Background: an optimization exercise with open tools, aiming at small area. Do not read the settings as production practice. Function was checked by simulation only, so behaviour that the tests miss may differ from the original. No driver is modelled on the clock port, so clocking that relies on it looks cheaper here than on a real chip. Power is estimated from default activity; no workload was simulated.

Setup of trial 92:
// MPU_accel_controller
module MPU_accel_controller(
    input clk,
    input reset,
    output reg [15:0] accel_x,
    output reg [15:0] accel_y,
    output reg [15:0] accel_z,
    output SPI_SS_a,
    output SPI_CK_a,
    output SPI_DO_a,
    input SPI_DI_a,
    output reg arm_read_enable_a
    );
reg [5:0]  c;
reg [5:0]  lo;
reg [7:0]  hi;
reg        ss;
reg [15:0] srn;      
wire [2:0] f = hi[2:0];
wire g      = (hi[7:3] == 5'd0);                     
wire tick   = (c == 6'b001001);
wire lo1    = (lo == 6'd1);
wire [5:0] c_adv = {c[4:0], ~(c[5] ^ c[4])};
wire cgap   = (f == 3'd0) ? c[4] :                   
              f[0]        ? c[3] :                   
                            c[2];                    
wire start  = g & ~(&f) & lo[5] & lo[1] & lo[0] & cgap;
wire hi255  = &hi;
wire lo42   = lo[5] & lo[3] & lo[1];                 
wire zlend  = hi255 & lo42 & ~c[0] & c[3] & c[4];   
always @(posedge clk) begin
    if (reset) begin
        c  <= 6'b010101;     
        lo <= 6'd1;
        hi <= 8'd0;
    end else if (zlend) begin
        c  <= 6'd0;
  ...
Size in the first run: roughly 240 cells after synthesis, roughly 0.0031 mm2 of cells after synthesis.
==> module MPU_accel_controller, before the edit <==
module MPU_accel_controller(
    input clk,
    input reset,
    output reg [15:0] accel_x,
    output reg [15:0] accel_y,
    output reg [15:0] accel_z,
    output SPI_SS_a,
    output SPI_CK_a,
    output SPI_DO_a,
    input SPI_DI_a,
    output reg arm_read_enable_a
    );
reg [5:0]  c;
reg [5:0]  lo;
reg [7:0]  hi;
reg        ss;
reg [15:0] srn;      
wire [2:0] f = hi[2:0];
wire g      = (hi[7:3] == 5'd0);                     
wire tick   = (c == 6'b001001);
wire lo1    = (lo == 6'd1);
wire [5:0] c_adv = {c[4:0], ~(c[5] ^ c[4])};
wire cgap   = (f == 3'd0) ? c[4] :                   
              f[0]        ? c[3] :                   
                            c[2];                    
wire start  = g & ~(&f) & lo[5] & lo[1] & lo[0] & cgap;
wire hi255  = &hi;
wire lo42   = lo[5] & lo[3] & lo[1];                 
wire zlend  = hi255 & lo42 & ~c[0] & c[3] & c[4];   
always @(posedge clk) begin
    if (reset) begin
        c  <= 6'b010101;     
        lo <= 6'd1;
        hi <= 8'd0;
    end else if (zlend) begin
        c  <= 6'd0;
        lo <= 6'd1;
        hi <= 8'd2;
    end else begin
        c  <= (start | (g & tick)) ? 6'd0 : c_adv;
        lo <= start ? 6'd1 : lo + {5'd0, tick};
        hi <= hi + {7'd0, start | (tick & (&lo))};
    end
end
always @(posedge clk) begin
    if (reset)
        ss <= 1'b1;
    else if (g && lo1 && (c == 6'b000000 || c == 6'b101000))
        ss <= 1'b0;
    else if (lo == 6'd34 && c == 6'b000001)
        ss <= 1'b1;
end
wire isA = (f == 3'd0), isB = (f == 3'd1), isZL = (f == 3'd7);
reg abit;
always @* begin
    case (lo[3:1])
        3'd0: abit = 1'b0;
        3'd1: abit = ~isB;                           
        3'd2: abit = isA | isZL;                     
        3'd3: abit = ~isZL;                          
        3'd4: abit = ~isZL;                          
        3'd5: abit = ~isA & ~isB & ~isZL;            
        3'd6: abit = ~(f == 3'd2) & ~isZL;           
        default: abit = f[1] ^ f[0];                 
    endcase
end
wire lo16_18 = ~lo[5] & lo[4] & ~lo[3] & ~lo[2] & ~(lo[1] & lo[0]);
wire lo31_32 = (lo == 6'd31) | (lo == 6'd32);
wire dbit = (lo[5:4] == 2'b00) ? abit
          : (~f[0] | (isB & (lo16_18 | lo31_32)));
assign SPI_SS_a = ss;
assign SPI_CK_a = ss | lo[0];
assign SPI_DO_a = ~ss & dbit;
wire sample = g && tick && ~lo[0] && !isB &&
              ((lo[5:4] == 2'b01 && lo[3:1] != 3'd0) || lo == 6'd32);
always @(posedge clk)
    if (sample) srn <= {srn[14:0], ~SPI_DI_a};
wire ld   = g && lo1 && c == 6'b000001 && f[0] && (f[1] | f[2]);
wire ld_x = reset | (ld && f[2:1] == 2'b01);
wire ld_y = reset | (ld && f[2:1] == 2'b10);
wire ld_z = reset | (ld && f[2:1] == 2'b11);
wire [15:0] word = ~({srn[7:0], srn[15:8]} | {16{reset}});
always @(posedge clk) begin
    if (ld_x) accel_x <= word;
    if (ld_y) accel_y <= word;
    if (ld_z) accel_z <= word;
end
always @(posedge clk) begin
    if (reset)
        arm_read_enable_a <= 1'b0;
    else if (hi255 && lo[4] && lo[3] && ~lo[2] && lo[1] && ~lo[0] && c == 6'b011110)
        arm_read_enable_a <= 1'b1;
    else if (hi255 && lo42 && c[0] && c[3] && ~c[4])    
        arm_read_enable_a <= 1'b0;
end
endmodule
Settings: LEC_CHECK=0, CAP_MARGIN=20, CORE_MARGIN=2, CORE_UTILIZATION=40, SLEW_MARGIN=20; clock period 5.0 ns.
standard.sh (not shown) runs the stock make flow with config.mk's settings and CLKGATE_MAP_FILE= SYNTH_SCRIPT=/design/flow/synth_recipe.tcl, a recipe that flattens the netlist after the stock synthesis.
==> flow/flow/run.sh <==
#!/bin/bash
# The standard layout (standard.sh) with three changes:
#  1. after the standard synthesis, the combinational logic between the registers is
#     re-mapped by ABC for area (registers, their names and cell types are untouched);
#  2. port buffers are made from the smallest buffer cell;
#  3. the clock tree is built by flow/cts_hook.tcl instead of TritonCTS.
set -euo pipefail
WORK=$(pwd)
LIB=$FLOW_HOME/platforms/$FLOW_PLATFORM/lib/sky130_fd_sc_hd__tt_025C_1v80.lib
YOSYS=$FLOW_HOME/../tools/install/yosys/bin/yosys
[[ -x $YOSYS ]] || YOSYS=yosys
R=$WORK/orfs/results/$FLOW_PLATFORM/MPU_accel_controller/base

export BUFFER_PORTS_ARGS="-buffer_cell sky130_fd_sc_hd__buf_1"
export PRE_CTS_TCL=$WORK/flow/cts_hook.tcl
export CTS_ARGS="-clk_nets clk -dont_use_dummy_load"

# 1. standard synthesis
bash standard.sh synth > synth_make.log 2>&1
cp $R/1_2_yosys.v $WORK/standard_synth.v

# 2. re-map the combinational logic
grep -o 'sky130_fd_sc_hd__[a-z0-9_]*' standard_synth.v | sort -u > used_cells.txt
python3 flow/mkmodels.py $LIB used_cells.txt > cell_models.v
cat > resynth.ys <<EOF
read_liberty -lib $LIB
read_verilog -overwrite cell_models.v
read_verilog standard_synth.v
hierarchy -top $FLOW_TOP
flatten
read_liberty -lib -overwrite $LIB
techmap
opt -purge
abc -script flow/abc_area.scr -liberty $LIB -dont_use *probe* -dont_use *lpflow* -dont_use *bleeder*
opt_clean -purge
hilomap -singleton -hicell sky130_fd_sc_hd__conb_1 HI -locell sky130_fd_sc_hd__conb_1 LO
insbuf -buf sky130_fd_sc_hd__buf_4 A X
check -assert -mapped
stat -liberty $LIB
write_verilog -nohex -nodec resynth.v
EOF
$YOSYS -l resynth.log -q resynth.ys > resynth_stdout.log 2>&1
cp resynth.v $R/1_2_yosys.v

# 3. the rest of the standard layout, from the re-mapped netlist
bash standard.sh > standard_flow.log 2>&1
Other scripts of this flow, unchanged in this note and not shown: flow/flow/abc_area.scr, flow/flow/cts_hook.tcl, flow/flow/mkmodels.py, flow/flow/my_cts.tcl
#### Input delta (trial 16 over trial 92)
==> flow/design.v <==
`timescale 1ns / 1ps
`timescale 1ns / 1ps
module MPU_accel_controller(
    input clk,
    input reset,
    output reg [15:0] accel_x,
    output reg [15:0] accel_y,
    output reg [15:0] accel_z,
    output SPI_SS_a,
    output SPI_CK_a,
    output SPI_DO_a,
    input SPI_DI_a,
    output reg arm_read_enable_a
    );
reg [5:0]  c;
reg [5:0]  lo;
reg [7:0]  hi;
reg        ss;
reg [15:0] srn;      
wire [2:0] f = hi[2:0];
wire g      = (hi[7:3] == 5'd0);                     
wire tick   = (c == 6'b100101);                               
wire k1     = ~c[4] & ~c[2] & ~c[1] & ~c[0];                  
wire lo1    = (lo == 6'd1);
wire [5:0] c_adv = {c[4:0], c[5] ^ c[0]};
wire cgap   = (f == 3'd0) ? c[3] :                   
              f[0]        ? c[2] :                   
                            c[1];                    
wire start  = g & ~(&f) & lo[5] & lo[1] & lo[0] & cgap;
wire hi255  = &hi;
wire lo42   = lo[5] & lo[3] & lo[1];                 
wire zlend  = hi255 & lo42 & c[4] & c[1];            
always @(posedge clk) begin
    if (reset) begin
        c  <= 6'b011000;     
        lo <= 6'd1;
        hi <= 8'd0;
    end else if (zlend) begin
        c  <= 6'b010000;
        lo <= 6'd1;
        hi <= 8'd2;
    end else begin
        c  <= (start | (g & tick)) ? 6'b010000 : c_adv;
        lo <= start ? 6'd1 : lo + {5'd0, tick};
        hi <= hi + {7'd0, start | (tick & (&lo))};
    end
end
always @(posedge clk) begin
    if (reset)
        ss <= 1'b1;
    else if (g && lo1 && ((~c[5] & ~c[3] & ~c[2] & ~c[1] & ~c[0]) ||    
                          (~c[5] & ~c[4] & ~c[2] & c[1] & ~c[0])))    
        ss <= 1'b0;
    else if (lo == 6'd34 && k1)
        ss <= 1'b1;
end
wire isA = (f == 3'd0), isB = (f == 3'd1), isZL = (f == 3'd7);
reg abit;
always @* begin
    case (lo[3:1])
        3'd0: abit = 1'b0;
        3'd1: abit = ~isB;                           
        3'd2: abit = isA | isZL;                     
        3'd3: abit = ~isZL;                          
        3'd4: abit = ~isZL;                          
        3'd5: abit = ~isA & ~isB & ~isZL;            
        3'd6: abit = ~(f == 3'd2) & ~isZL;           
        default: abit = f[1] ^ f[0];                 
    endcase
end
wire lo16_18 = ~lo[5] & lo[4] & ~lo[3] & ~lo[2] & ~(lo[1] & lo[0]);
wire lo31_32 = (lo == 6'd31) | (lo == 6'd32);
wire dbit = (lo[5:4] == 2'b00) ? abit
          : (~f[0] | (isB & (lo16_18 | lo31_32)));
assign SPI_SS_a = ss;
assign SPI_CK_a = ss | lo[0];
assign SPI_DO_a = ~ss & dbit;
wire sample = g && tick && ~lo[0] && !isB &&
              ((lo[5:4] == 2'b01 && lo[3:1] != 3'd0) || lo == 6'd32);
always @(posedge clk)
    if (sample) srn <= {srn[14:0], ~SPI_DI_a};
wire ld   = g && lo1 && k1 && f[0] && (f[1] | f[2]);
wire ld_x = reset | (ld && f[2:1] == 2'b01);
wire ld_y = reset | (ld && f[2:1] == 2'b10);
wire ld_z = reset | (ld && f[2:1] == 2'b11);
wire [15:0] word = ~({srn[7:0], srn[15:8]} | {16{reset}});
always @(posedge clk) begin
    if (ld_x) accel_x <= word;
    if (ld_y) accel_y <= word;
    if (ld_z) accel_z <= word;
end
always @(posedge clk) begin
    if (reset)
        arm_read_enable_a <= 1'b0;
    else if (hi255 && lo[4] && lo[3] && ~lo[2] && lo[1] && ~lo[0] && c == 6'b110101)
        arm_read_enable_a <= 1'b1;
    else if (hi255 && lo42 && ~c[3] && c[2] && c[0])    
        arm_read_enable_a <= 1'b0;
end
endmodule
Findings:
- On total vias in the final route, trial 16 does better than trial 92.
- Of trial 92 and trial 16, trial 92 shows the higher depth of the most critical reg-to-reg path, with trial 16 below it.
- Per the comparison of trial 16 with trial 92, clock skew increased 3.8 ps, width of the chip essentially unchanged, fraction of power consumed by combinational cells decreased 0.4 points, count of inverters not on the clock network in the layout essentially unchanged.
- Initial cell density of the core: trial 16 lower than trial 92
- Synthesized area: trial 16 lower than trial 92

re-timing with driven ports:
The flow's constraints put no driver on any port. The routed layouts listed below were extracted and timed again, unchanged, in two steps. Step 1 assumes that a clkbuf_16 drives the clock port and a buf_2 every other input. Step 2 moves the port delays by t, midway between the first and last clock arrival at a register: inputs arrive t later, outputs are due t later. That takes back most of the time a late clock gives input paths. a / b / c = ideal ports / drivers / drivers and shift; a / b = the first two.
| run | t, ns | setup slack, ns | clock arrival spread, ns | worst slew at a driven data input, ns |
|---|---|---|---|---|
| trial 92 | 0.212 | 1.842 / 1.842 / 1.842 | 0.008 / 0.008 | 0.04 |
| trial 16 | 0.213 | 1.792 / 1.751 / 1.962 | 0.011 / 0.012 | 0.03 |
After both steps setup and hold are still met in every run listed.
